Context: an optimization exercise on an open-source flow, tuned for small area. The choices shown serve that exercise and are no tape-out recipe. RTL that was checked went through simulation tests only; none was proved equivalent to the original. Power is estimated from default activity; no workload was simulated.

==> flow/design.v (excerpt) <==
module Segway(clk,RST_n,INERT_SS_n,INERT_MOSI,
              INERT_SCLK,INERT_MISO,A2D_SS_n,A2D_MOSI,A2D_SCLK,
              A2D_MISO,PWM_rev_rght,PWM_frwrd_rght,PWM_rev_lft,
              PWM_frwrd_lft,INT,RX);
  input clk,RST_n;
  input INERT_MISO;
  input A2D_MISO;
  input INT;
  input RX;
  output A2D_SS_n, INERT_SS_n;
  output A2D_MOSI, INERT_MOSI;
  output A2D_SCLK, INERT_SCLK;
  output PWM_rev_rght, PWM_frwrd_rght;
  output PWM_rev_lft, PWM_frwrd_lft;
  wire rst_n;
  wire [11:0] lft_ld, rght_ld;
  wire [10:0] lft_spd, rght_spd;
  wire lft_rev, rght_rev;
  wire rider_off, pwr_up, en_steer;
  wire vld;
  wire [15:0] ptch;
  wire [8:0] ld_cell_diff;
  wire [15:0] tmr;                       
  reset_synch iRST(.clk(clk),.RST_n(RST_n),.rst_n(rst_n));
  Auth_blk auth(.clk(clk), .rst_n(rst_n), .RX(RX), .rider_off(rider_off), .pwr_up(pwr_up));
  inert_intf inert(.clk(clk), .rst_n(rst_n), .tmr(tmr), .vld(vld), .ptch(ptch),
                   .SS_n(INERT_SS_n), .SCLK(INERT_SCLK), .MOSI(INERT_MOSI), .MISO(INERT_MISO), .INT(INT));
  balance_cntrl blctrl(.clk(clk), .rst_n(rst_n), .vld(vld), .ptch(ptch), .ld_cell_diff(ld_cell_diff),
                       .lft_spd(lft_spd), .lft_rev(lft_rev), .rght_spd(rght_spd), .rght_rev(rght_rev),
                       .rider_off(rider_off), .en_steer(en_steer), .pwr_up(pwr_up));
  steer_en steer(.clk(clk), .rst_n(rst_n), .lft_ld(lft_ld), .rght_ld(rght_ld),
                 .en_steer(en_steer), .rider_off(rider_off), .ld_cell_diff(ld_cell_diff));
  mtr_drv mtr(.clk(clk), .rst_n(rst_n), .tmr(tmr), .lft_spd(lft_spd), .lft_rev(lft_rev),
              .rght_spd(rght_spd), .rght_rev(rght_rev),
              .PWM_rev_lft(PWM_rev_lft), .PWM_frwrd_lft(PWM_frwrd_lft),
              .PWM_rev_rght(PWM_rev_rght), .PWM_frwrd_rght(PWM_frwrd_rght));
  ...
export LEC_CHECK = 0
export CAP_MARGIN = 20
export CORE_MARGIN = 2
export CORE_UTILIZATION = 60
export CTS_BUF_LIST = sky130_fd_sc_hd__clkbuf_8
export GPL_TIMING_DRIVEN = 0
export PLACE_DENSITY = 0.75
export SLEW_MARGIN = 20
create_clock -name core_clock -period 16.0 [get_ports {clk}]
standard.sh (not shown) runs the stock make flow with config.mk's settings and CLKGATE_MAP_FILE= SYNTH_SCRIPT=/design/flow/synth_recipe.tcl, a recipe that flattens the netlist after the stock synthesis.
==> flow/flow/run.sh <==
#!/bin/bash
# Standard layout flow; only the clock tree options differ: no dummy loads
# are added to balance the clock tree, and leaf buffers are clkbuf_8.
set -e
export CTS_ARGS="-sink_clustering_enable -repair_clock_nets -dont_use_dummy_load -buf_list sky130_fd_sc_hd__clkbuf_8"
bash standard.sh > standard.log 2>&1
Next try:
==> flow/run.sh (new file) <==
#!/bin/bash
# synth_recipe.tcl (not shown) runs the flow's synth.tcl, then flattens the netlist and writes it again
# the make line also repeats each setting of config.mk as NAME=value (left out here)
make -C /OpenROAD-flow-scripts/flow DESIGN_CONFIG=/design/flow/config.mk WORK_HOME=/design/flow/orfs CLKGATE_MAP_FILE= SYNTH_SCRIPT=/design/flow/synth_recipe.tcl finish
removed: flow/flow/run.sh
removed: flow/standard.sh
After rerunning: Worst setup slack got worse by 39 ps. Total power increases by about 15%. Final area increases by 2.1%. Via count increases by 1.0%. Hold slack hardly moves. Register-to-register slack got worse by 120 ps. Sequential power stays flat. Count of clock-buffer cells in the layout increases by 10.
Next try:
==> flow/flow/run.sh (new file) <==
#!/bin/bash
# Standard layout flow; only the clock tree options differ: no dummy loads
# are added to balance the clock tree, and leaf buffers are clkbuf_8.
set -e
export CTS_ARGS="-sink_clustering_enable -repair_clock_nets -dont_use_dummy_load -buf_list sky130_fd_sc_hd__clkbuf_8 -sink_clustering_size 16 -sink_clustering_max_diameter 60"
bash standard.sh > standard.log 2>&1
==> flow/standard.sh (new file) <==
#!/bin/bash
# synth_recipe.tcl (not shown) runs the flow's synth.tcl, then flattens the netlist and writes it again
# the make line also repeats each setting of config.mk as NAME=value (left out here)
make -C /OpenROAD-flow-scripts/flow DESIGN_CONFIG=/design/flow/config.mk WORK_HOME=/design/flow/orfs CLKGATE_MAP_FILE= SYNTH_SCRIPT=/design/flow/synth_recipe.tcl "${@:-finish}"
removed: flow/run.sh
After rerunning: Sequential share of layout area went up by 1.1 points. Die area is unchanged. Count of clock-buffer cells in the layout went down by 27. Clock skew went up by 53 ps. Cell area went down by 3.4%. First-iteration DRC count went up by 3.5%. Setup slack loses 61 ps. Synthesized cell count does not change. Utilization went down by 2.3 points.
Next try:
==> flow/flow/run.sh (replaced) <==
#!/bin/bash
# Standard layout flow; only the clock tree options differ: no dummy loads
# are added to balance the clock tree, and leaf buffers are clkbuf_8.
set -e
export CTS_ARGS="-sink_clustering_enable -repair_clock_nets -dont_use_dummy_load -buf_list sky130_fd_sc_hd__clkbuf_8 -sink_clustering_size 12 -sink_clustering_max_diameter 60"
bash standard.sh > standard.log 2>&1
The new run completed with no timing, DRC or antenna violations; die area does not change; design area is about the same; final cell count hardly moves; non-clock buffer count decreases by 1; worst hold slack hardly moves; clock power increases by about 3%; synthesized area does not change; wire length falls by 0.35%; setup slack improved by 23 ps; critical path depth goes up by 1; core utilization stays flat.

Another version of the RTL of Segway (not shown whole).
For scale: roughly 1,500 cells after synthesis, roughly 220 flip-flops, about 16,000 um2 of cells after synthesis.
Settings: LEC_CHECK=0, CAP_MARGIN=0, CORE_MARGIN=2, CORE_UTILIZATION=60, CTS_BUF_LIST=sky130_fd_sc_hd__clkbuf_8, GPL_TIMING_DRIVEN=0, PLACE_DENSITY=0.75, SLEW_MARGIN=0; clock period 16.0 ns.
==> flow/flow/run.sh <==
#!/bin/bash
# Standard layout flow; only the clock tree options differ: no dummy loads
# are added to balance the clock tree, and leaf buffers are clkbuf_8.
set -e
export CTS_ARGS="-sink_clustering_enable -repair_clock_nets -dont_use_dummy_load -buf_list sky130_fd_sc_hd__clkbuf_8 -sink_clustering_size 16 -sink_clustering_max_diameter 60"
bash standard.sh > standard.log 2>&1
Then changed:
- CAP_MARGIN: 0 -> 10
- SLEW_MARGIN: 0 -> 10
=> Via count falls by 0.37%; non-clock buffer count went up by 2; area after synthesis is unchanged.

Segway, a different RTL version from the one above (not shown whole).
Size in the first run: about 230 flip-flops, about 16 I/O pins.
==> flow/design.v (excerpt) <==
module Segway(clk,RST_n,INERT_SS_n,INERT_MOSI,
              INERT_SCLK,INERT_MISO,A2D_SS_n,A2D_MOSI,A2D_SCLK,
              A2D_MISO,PWM_rev_rght,PWM_frwrd_rght,PWM_rev_lft,
              PWM_frwrd_lft,INT,RX);
  input clk,RST_n;
  input INERT_MISO;
  input A2D_MISO;
  input INT;
  input RX;
  output A2D_SS_n, INERT_SS_n;
  output A2D_MOSI, INERT_MOSI;
  output A2D_SCLK, INERT_SCLK;
  output PWM_rev_rght, PWM_frwrd_rght;
  output PWM_rev_lft, PWM_frwrd_lft;
  wire rst_n;
  wire [11:0] lft_ld, rght_ld;
  wire lft_on, rght_on;
  wire lft_rev, rght_rev;
  wire rider_off, pwr_up, en_steer;
  wire vld;
  wire [15:0] ptch, ptch_nxt;
  wire [8:0] ld_cell_diff;
  wire pH_ld;
  wire [7:0] pH_d, pH_q;
  wire [11:0] tmr;                       
  reset_synch iRST(.clk(clk),.RST_n(RST_n),.rst_n(rst_n));
  Auth_blk auth(.clk(clk), .rst_n(rst_n), .RX(RX), .rider_off(rider_off), .pwr_up(pwr_up));
  inert_intf inert(.clk(clk), .rst_n(rst_n), .tmr(tmr), .vld(vld), .ptch(ptch), .ptch_nxt(ptch_nxt),
                   .SS_n(INERT_SS_n), .SCLK(INERT_SCLK), .MOSI(INERT_MOSI), .MISO(INERT_MISO), .INT(INT),
                   .pH_ld(pH_ld), .pH_d(pH_d), .pH_q(pH_q));
  balance_cntrl blctrl(.clk(clk), .rst_n(rst_n), .vld(vld), .ptch(ptch), .ptch_nxt(ptch_nxt), .ld_cell_diff(ld_cell_diff),
                       .cnt(tmr[10:0]), .lft_pwm(lft_on), .lft_rev(lft_rev), .rght_pwm(rght_on), .rght_rev(rght_rev),
                       .rider_off(rider_off), .en_steer(en_steer), .pwr_up(pwr_up));
  steer_en steer(.clk(clk), .rst_n(rst_n), .lft_ld(lft_ld), .rght_ld(rght_ld),
                 .en_steer(en_steer), .rider_off(rider_off), .ld_cell_diff(ld_cell_diff));
  ...
clock: 16.0 ns
lec_check: 0
cap_margin: 20
core_margin: 2
core_utilization: 60
cts_buf_list: sky130_fd_sc_hd__clkbuf_8
gpl_timing_driven: 0
place_density: 0.75
slew_margin: 20
Scripts as last shown in full above: flow/flow/run.sh
Next try:
==> flow/flow/run.sh (replaced) <==
#!/bin/bash
# Standard layout flow; only the clock tree options differ: no dummy loads
# are added to balance the clock tree, and leaf buffers are clkbuf_8.
set -e
export CTS_ARGS="-sink_clustering_enable -repair_clock_nets -dont_use_dummy_load -buf_list sky130_fd_sc_hd__clkbuf_8 -sink_clustering_size 20 -sink_clustering_max_diameter 60"
bash standard.sh > standard.log 2>&1
Worst hold slack is about the same.
Routed wire length is about the same.
Power went down by 0.66%.
First-iteration DRC count went down by 2.6%.
Die area is unchanged.
Clock-buffer cell count went down by 1.
No functional check of the RTL was part of any run of this note.

## run A
Another version of the RTL of Segway (not shown whole).
For scale: roughly 1500 cells after synthesis, about 230 flip-flops, roughly 16 I/O pins, ~16000 sq um of cells after synthesis.
export LEC_CHECK = 0
export CAP_MARGIN = 20
export CORE_MARGIN = 2
export CORE_UTILIZATION = 60
export CTS_BUF_LIST = sky130_fd_sc_hd__clkbuf_8
export GPL_TIMING_DRIVEN = 0
export PLACE_DENSITY = 0.75
export SLEW_MARGIN = 20
create_clock -name core_clock -period 16.0 [get_ports {clk}]
==> flow/flow/run.sh <==
#!/bin/bash
# Standard layout flow; only the clock tree options differ: no dummy loads
# are added to balance the clock tree, and leaf buffers are clkbuf_8.
set -e
export CTS_ARGS="-sink_clustering_enable -repair_clock_nets -dont_use_dummy_load -buf_list sky130_fd_sc_hd__clkbuf_8 -sink_clustering_size 20 -sink_clustering_max_diameter 60"
bash standard.sh > standard.log 2>&1
What run B does differently from run A at the input level:
Settings: CORE_UTILIZATION now 70, was 60; PLACE_DENSITY now 0.85, was 0.75.
==> flow/flow/run.sh <==
#!/bin/bash
# Standard layout flow; only the clock tree options differ: no dummy loads
# are added to balance the clock tree, and leaf buffers are clkbuf_8.
set -e
export CTS_ARGS="-sink_clustering_enable -repair_clock_nets -dont_use_dummy_load -buf_list sky130_fd_sc_hd__clkbuf_8 -sink_clustering_size 16 -sink_clustering_max_diameter 60"
bash standard.sh > standard.log 2>&1
Findings:
Run A | status: complete | timing, DRC, antenna: pass
Run B: flow completed, timing, DRC and antenna clean
Shortest clock period the worst path allows after layout in run B is 0.072 ns above run A.
Delta (run B minus run A): worst hold slack across all endpoints about even; relative area change from synthesis to final layout went down 0.37 points; buffering overhead did not really move; switching power went up 5.8 uW.
Taking run A as the reference, in run B core footprint decreased 15%, utilization increased by 11 points relative to the old numbers.
Higher total power goes to run B over run A.
Looking at post-route clock period utilization, run B sits 0.45 points above run A.
Inputs modified between run B and run C:
Settings: PLACE_DENSITY: 0.85 -> 0.75; CORE_UTILIZATION: 70 -> 60.
==> flow/flow/run.sh <==
#!/bin/bash
# Standard layout flow; only the clock tree options differ: no dummy loads
# are added to balance the clock tree, and leaf buffers are clkbuf_8.
set -e
export CTS_ARGS="-sink_clustering_enable -repair_clock_nets -dont_use_dummy_load -buf_list sky130_fd_sc_hd__clkbuf_4 -sink_clustering_size 8 -sink_clustering_max_diameter 40"
bash standard.sh > standard.log 2>&1
## What came out
- Result: PASS for each of run B and run C
- Compared with run B, net switching power in run C increased slightly.
- Run C vs. run B: routed length on met3 went down; proportion of final cell area spent on non-clock buffers did not really move; cell area after layout went up; flip-flop and latch share of the layout cell area did not really move; clock network fraction of total power went down.
- Re count of clock-buffer cells in the layout: run B was lower than run C.
- Higher area after detailed placement among run B and run C: run C
- Re starting density of the core: run B and run C aren't equal, and the lower value belongs to run C.

lane 2:
Another version of the RTL of Segway (not shown whole).
Size in the first run: ~1500 cells after synthesis, about 240 flip-flops, about 16 I/O pins, roughly 16000 um^2 of cells after synthesis.
Settings: LEC_CHECK=0, CAP_MARGIN=20, CORE_MARGIN=2, CORE_UTILIZATION=75, CTS_BUF_LIST=sky130_fd_sc_hd__clkbuf_8, GPL_TIMING_DRIVEN=0, PLACE_DENSITY=0.88, SLEW_MARGIN=20; clock period 16.0 ns.
==> flow/flow/run.sh <==
#!/bin/bash
# Standard layout flow; only the clock tree options differ: no dummy loads
# are added to balance the clock tree, and leaf buffers are clkbuf_8.
set -e
export CTS_ARGS="-sink_clustering_enable -repair_clock_nets -dont_use_dummy_load -buf_list sky130_fd_sc_hd__clkbuf_8 -sink_clustering_size 16 -sink_clustering_max_diameter 60"
bash standard.sh > standard.log 2>&1
Finished, but not clean: lane 2, with setup timing.
## Diff of input files: lane 3 against lane 2
Settings: swapping 75 for 60 in CORE_UTILIZATION; swapping 0.88 for 0.75 in PLACE_DENSITY.
[summary]
- Lane 3 finished all stages; however, its layout fails the closing checks, the failures being setup timing.
- As of lane 3, final instance area had fallen slightly compared to lane 2.
- Share of post-route cells with drive strength above 1 for lane 3: 2.0 points down relative to lane 2
- Lane 2 reports its capture point of the worst path as PWM_rev_lft while lane 3 reports PWM_frwrd_rght.
- Per the comparison of lane 3 with lane 2, cell count +about 2.5%, clock buffer count from CTS climbed 4.8%.
